Context: an optimization exercise on an open-source flow, tuned for small area, a short achievable clock period and few clock cycles. The choices shown serve that exercise and are no tape-out recipe.
RTL that was checked went through simulation tests only; none was proved equivalent to the original.
Power and IR drop assume default switching activity.

v6:
==> flow/design.v <==
module axi4_mgr # (
  parameter unsigned AXI4_ADDR_WIDTH    = 32,
  parameter unsigned AXI4_DATA_WIDTH    = 64,
  parameter unsigned AXI_XSIZE         = (AXI4_DATA_WIDTH / 8),
  parameter unsigned DATA_COUNT_WIDTH  =  8
) (
  input  logic                         clk_i,
  input  logic                         rstn_i,
  input  logic [                2-1:0] req_i,
  input  logic [  AXI4_ADDR_WIDTH-1:0] axi_wr_addr_i,
  input  logic [  AXI4_ADDR_WIDTH-1:0] axi_rd_addr_i,
  input  logic                         wr_fifo_gnt_i,
  input  logic                         rd_fifo_req_i,
  input  logic [  AXI4_DATA_WIDTH-1:0] wr_fifo_data_i,
  input  logic [ DATA_COUNT_WIDTH-1:0] wr_data_count_i,
  input  logic [ DATA_COUNT_WIDTH-1:0] rd_data_count_i,
  output logic [                2-1:0] busy_o,    
  output logic [                2-1:0] wr_err_o,  
  output logic [                2-1:0] rd_err_o,  
  output logic                         wr_fifo_req_o,
  output logic                         rd_fifo_gnt_o,
  output logic [  AXI4_DATA_WIDTH-1:0] rd_fifo_data_o,
  output logic [  AXI4_ADDR_WIDTH-1:0] m_axi_aw_addr,
  output logic [                8-1:0] m_axi_aw_len,
  output logic [                3-1:0] m_axi_aw_size,
  output logic [                2-1:0] m_axi_aw_burst,
  output logic                         m_axi_aw_valid,
  input  logic                         m_axi_aw_ready,
  output logic [  AXI4_DATA_WIDTH-1:0] m_axi_w_data,
  output logic [AXI4_DATA_WIDTH/8-1:0] m_axi_w_strb,
  output logic                         m_axi_w_last,
  output logic                         m_axi_w_valid,
  input  logic                         m_axi_w_ready,
  input  logic [                2-1:0] m_axi_b_resp,
  input  logic                         m_axi_b_valid,
  output logic                         m_axi_b_ready,
  output logic [  AXI4_ADDR_WIDTH-1:0] m_axi_ar_addr,
  output logic [                8-1:0] m_axi_ar_len,
  output logic [                3-1:0] m_axi_ar_size,
  output logic [                2-1:0] m_axi_ar_burst,
  output logic                         m_axi_ar_valid,
  input  logic                         m_axi_ar_ready,
  input  logic [  AXI4_DATA_WIDTH-1:0] m_axi_r_data,
  input  logic [                2-1:0] m_axi_r_resp,
  input  logic                         m_axi_r_last,
  input  logic                         m_axi_r_valid,
  output logic                         m_axi_r_ready
);
  localparam int AW = AXI4_ADDR_WIDTH;
  logic          busy_wr_r, aw_valid_r, w_valid_r;
  logic [AW-1:3] aw_addr_r;
  logic [   7:0] aw_len_r;      
  logic [   1:0] wr_err_r;
  logic          busy_rd_r, ar_valid_r;
  logic [AW-1:3] ar_addr_r;
  logic [   7:0] ar_len_r;
  logic [   1:0] rd_err_r;
  logic wr_start, rd_start, w_hs, r_hs;
  assign wr_start = req_i[0] & ~busy_wr_r & (wr_data_count_i != '0);
  assign rd_start = req_i[1] & ~busy_rd_r & (rd_data_count_i != '0);
  assign w_hs     = w_valid_r & m_axi_w_ready;
  assign r_hs     = m_axi_r_valid & rd_fifo_req_i;
  assign busy_o         = {busy_rd_r, busy_wr_r};
  assign wr_err_o       = wr_err_r;
  assign rd_err_o       = rd_err_r;
  assign m_axi_aw_addr  = {aw_addr_r, 3'b000};
  assign m_axi_aw_len   = aw_len_r;
  assign m_axi_aw_size  = $clog2(AXI_XSIZE);
  assign m_axi_aw_burst = 2'b01;
  assign m_axi_aw_valid = aw_valid_r;
  assign m_axi_w_data   = wr_fifo_data_i;
  assign m_axi_w_strb   = '1;
  assign m_axi_w_last   = (aw_len_r == '0);
  assign m_axi_w_valid  = w_valid_r;
  assign wr_fifo_req_o  = w_hs;
  assign m_axi_b_ready  = 1'b1;
  assign m_axi_ar_addr  = {ar_addr_r, 3'b000};
  assign m_axi_ar_len   = ar_len_r;
  assign m_axi_ar_size  = $clog2(AXI_XSIZE);
  assign m_axi_ar_burst = 2'b01;
  assign m_axi_ar_valid = ar_valid_r;
  assign m_axi_r_ready  = rd_fifo_req_i;
  assign rd_fifo_gnt_o  = r_hs;
  assign rd_fifo_data_o = m_axi_r_data;
  always_ff @(posedge clk_i or negedge rstn_i) begin
    if (~rstn_i) begin
      busy_wr_r  <= 1'b0;
      aw_valid_r <= 1'b0;
      w_valid_r  <= 1'b0;
    end else begin
      if (wr_start) begin
        busy_wr_r  <= 1'b1;
        aw_valid_r <= 1'b1;
      end else if (aw_valid_r) begin
        if (m_axi_aw_ready) begin
          aw_valid_r <= 1'b0;
          w_valid_r  <= 1'b1;
        end
      end else if (w_valid_r) begin
        if (m_axi_w_ready && m_axi_w_last) w_valid_r <= 1'b0;
      end else if (m_axi_b_valid) begin
        busy_wr_r <= 1'b0;
      end
    end
  end
  logic [7:0] wcnt_m, wcnt_n;
  logic       wcnt_d;
  assign wcnt_m = busy_wr_r ? aw_len_r : wr_data_count_i;
  assign wcnt_d = ~busy_wr_r | w_hs;
  assign wcnt_n = wcnt_m - {7'd0, wcnt_d};
  always_ff @(posedge clk_i) begin
    if (~busy_wr_r) aw_addr_r <= axi_wr_addr_i[AW-1:3];
    aw_len_r <= wcnt_n;
  end
  always_ff @(posedge clk_i or negedge rstn_i) begin
    if (~rstn_i) begin
      busy_rd_r  <= 1'b0;
      ar_valid_r <= 1'b0;
    end else begin
      if (rd_start) begin
        busy_rd_r  <= 1'b1;
        ar_valid_r <= 1'b1;
      end else if (ar_valid_r) begin
        if (m_axi_ar_ready) ar_valid_r <= 1'b0;
      end else if (r_hs && m_axi_r_last) begin
        busy_rd_r <= 1'b0;
      end
    end
  end
  always_ff @(posedge clk_i) begin
    if (~busy_rd_r) begin
      ar_addr_r <= axi_rd_addr_i[AW-1:3];
      ar_len_r  <= rd_data_count_i - 8'd1;
    end
  end
  always_ff @(posedge clk_i or negedge rstn_i) begin
    if (~rstn_i) begin
      wr_err_r <= '0;
      rd_err_r <= '0;
    end else begin
      if (~busy_wr_r & req_i[0])   wr_err_r <= '0;
      else if (m_axi_b_resp != '0) wr_err_r <= m_axi_b_resp;
      if (~busy_rd_r & req_i[1])   rd_err_r <= '0;
      else if (m_axi_r_resp != '0) rd_err_r <= m_axi_r_resp;
    end
  end
endmodule
clock: 4.5 ns
lec_check: 0
cap_margin: 20
core_area: 10 10 190 190
cts_buf_list: sky130_fd_sc_hd__clkbuf_8
die_area: 0 0 200 200
setup_slack_margin: 2.3
slew_margin: 20
standard.sh (not shown) runs the stock make flow with config.mk's settings and CLKGATE_MAP_FILE= SYNTH_SCRIPT=/design/flow/synth_recipe.tcl, a recipe that flattens the netlist after the stock synthesis.
==> flow/flow/run.sh <==
#!/bin/bash
set -euo pipefail
export BUFFER_PORTS_ARGS="-buffer_cell sky130_fd_sc_hd__buf_1"
export SKIP_REPAIR_TIE_FANOUT=1
export CTS_ARGS="-sink_clustering_enable -repair_clock_nets -dont_use_dummy_load -buf_list sky130_fd_sc_hd__clkbuf_8"
bash standard.sh finish > orfs_make.log 2>&1
v6 went all the way through the flow, and no timing, DRC or antenna check failed.
Input-level comparison between v7 and v6:
--- a/flow/design.v
+++ b/flow/design.v
@@ -49,10 +49,11 @@
   localparam int AW = AXI4_ADDR_WIDTH;
   logic          busy_wr_r, aw_valid_r, w_valid_r;
   logic [AW-1:3] aw_addr_r;
   logic [   7:0] aw_len_r;      
   logic [   1:0] wr_err_r;
+  logic          w_last_r;      
   logic          busy_rd_r, ar_valid_r;
   logic [AW-1:3] ar_addr_r;
   logic [   7:0] ar_len_r;
   logic [   1:0] rd_err_r;
   logic wr_start, rd_start, w_hs, r_hs;
@@ -68,11 +69,11 @@
   assign m_axi_aw_size  = $clog2(AXI_XSIZE);
   assign m_axi_aw_burst = 2'b01;
   assign m_axi_aw_valid = aw_valid_r;
   assign m_axi_w_data   = wr_fifo_data_i;
   assign m_axi_w_strb   = '1;
-  assign m_axi_w_last   = (aw_len_r == '0);
+  assign m_axi_w_last   = w_last_r;
   assign m_axi_w_valid  = w_valid_r;
   assign wr_fifo_req_o  = w_hs;
   assign m_axi_b_ready  = 1'b1;
   assign m_axi_ar_addr  = {ar_addr_r, 3'b000};
   assign m_axi_ar_len   = ar_len_r;
@@ -95,11 +96,11 @@
         if (m_axi_aw_ready) begin
           aw_valid_r <= 1'b0;
           w_valid_r  <= 1'b1;
         end
       end else if (w_valid_r) begin
-        if (m_axi_w_ready && m_axi_w_last) w_valid_r <= 1'b0;
+        if (m_axi_w_ready && w_last_r) w_valid_r <= 1'b0;
       end else if (m_axi_b_valid) begin
         busy_wr_r <= 1'b0;
       end
     end
   end
@@ -109,10 +110,11 @@
   assign wcnt_d = ~busy_wr_r | w_hs;
   assign wcnt_n = wcnt_m - {7'd0, wcnt_d};
   always_ff @(posedge clk_i) begin
     if (~busy_wr_r) aw_addr_r <= axi_wr_addr_i[AW-1:3];
     aw_len_r <= wcnt_n;
+    if (wcnt_d) w_last_r <= (wcnt_m == 8'd1);
   end
   always_ff @(posedge clk_i or negedge rstn_i) begin
     if (~rstn_i) begin
       busy_rd_r  <= 1'b0;
       ar_valid_r <= 1'b0;
## What came out
Comparing v7 with v6, the core utilization came out essentially unchanged.
v7 vs v6 — cell count after synthesis rose 2.
Compared with v6, v7 shows via count of the first global-routing pass lower by 53.
Wire length after detailed routing on v7 is ahead of v6.
v7 against v6: cell area after layout was more or less identical; via count now sits lower.
Compared to v6, v7 reaches a higher achievable clock.
Function was not checked in any run of this note: the RTL went through the layout flow alone.

========
// axi4_mgr: RTL as listed in full above, without the edits since
export LEC_CHECK = 0
export CAP_MARGIN = 20
export CORE_AREA = 10 10 190 190
export CTS_BUF_LIST = sky130_fd_sc_hd__clkbuf_8
export DIE_AREA = 0 0 200 200
export SETUP_SLACK_MARGIN = 2.4
export SLEW_MARGIN = 20
create_clock -name core_clock -period 4.5 [get_ports {clk_i}]
Scripts as last shown in full above: flow/flow/run.sh
Next try:
--- a/flow/design.v
+++ b/flow/design.v
@@ -50,8 +50,9 @@
   logic          busy_wr_r, aw_valid_r, w_valid_r;
   logic [AW-1:3] aw_addr_r;
   logic [   7:0] aw_len_r;      
   logic [   1:0] wr_err_r;
+  logic          w_last_r;      
   logic          busy_rd_r, ar_valid_r;
   logic [AW-1:3] ar_addr_r;
   logic [   7:0] ar_len_r;
   logic [   1:0] rd_err_r;
@@ -69,9 +70,9 @@
   assign m_axi_aw_burst = 2'b01;
   assign m_axi_aw_valid = aw_valid_r;
   assign m_axi_w_data   = wr_fifo_data_i;
   assign m_axi_w_strb   = '1;
-  assign m_axi_w_last   = (aw_len_r == '0);
+  assign m_axi_w_last   = w_last_r;
   assign m_axi_w_valid  = w_valid_r;
   assign wr_fifo_req_o  = w_hs;
   assign m_axi_b_ready  = 1'b1;
   assign m_axi_ar_addr  = {ar_addr_r, 3'b000};
@@ -96,9 +97,9 @@
           aw_valid_r <= 1'b0;
           w_valid_r  <= 1'b1;
         end
       end else if (w_valid_r) begin
-        if (m_axi_w_ready && m_axi_w_last) w_valid_r <= 1'b0;
+        if (m_axi_w_ready && aw_len_r == '0) w_valid_r <= 1'b0;
       end else if (m_axi_b_valid) begin
         busy_wr_r <= 1'b0;
       end
     end
@@ -110,8 +111,9 @@
   assign wcnt_n = wcnt_m - {7'd0, wcnt_d};
   always_ff @(posedge clk_i) begin
     if (~busy_wr_r) aw_addr_r <= axi_wr_addr_i[AW-1:3];
     aw_len_r <= wcnt_n;
+    if (wcnt_d) w_last_r <= (wcnt_m == 8'd1);
   end
   always_ff @(posedge clk_i or negedge rstn_i) begin
     if (~rstn_i) begin
       busy_rd_r  <= 1'b0;
Effect: The changed run completed with no timing, DRC or antenna violations. Global-route usage decreases by 0.37 points. Sequential cell count increases by 1. Total power increases by 7.0%. Core utilization is about the same. Worst setup slack gets better by 0.088 ns. Via count increases by 0.46%. Wire length decreases by 6.1%. Combinational power increases by 13%. Clock skew is about the same.
Testbench counts after the change, summed over its fixed seeds: cycles 38,180.
For the first run of this note, only the layout was checked, not whether the RTL still works.

==> re-timing with driven ports <==
The flow's constraints put no driver on any port. The routed layouts listed below were extracted and timed again, unchanged, in two steps. Step 1: set_driving_cell puts a clkbuf_16 on clk_i and a buf_2 on each other input, an assumption about the parent block. Step 2, shift: input delay + t, output delay - t, t = (earliest + latest rising clock arrival at the registers) / 2. This alone moves slack from input paths to output paths. a / b / c = ideal / step 1 / step 2; a / b = the first two.
run	t, ns	setup WS [ns]	worst hold slack (ns)	worst setup path after step 2	cell pins on the clock port's net
v6	0.377	2.219 / 2.186 / 2.274	0.519 / 0.519 / 0.519	input to register	1
v7	0.388	2.329 / 2.299 / 2.155	0.518 / 0.518 / 0.518	input to register	1
the first run of note 2	0.377	2.257 / 2.225 / 2.166	0.519 / 0.519 / 0.519	input to register	1
the second run of note 2	0.385	2.345 / 2.310 / 2.181	0.523 / 0.523 / 0.523	input to register	1
After both steps setup and hold are still met in every run listed. For v7, which loses most, drivers alone change the setup slack by -0.030 ns; drivers and shift together by -0.174 ns.
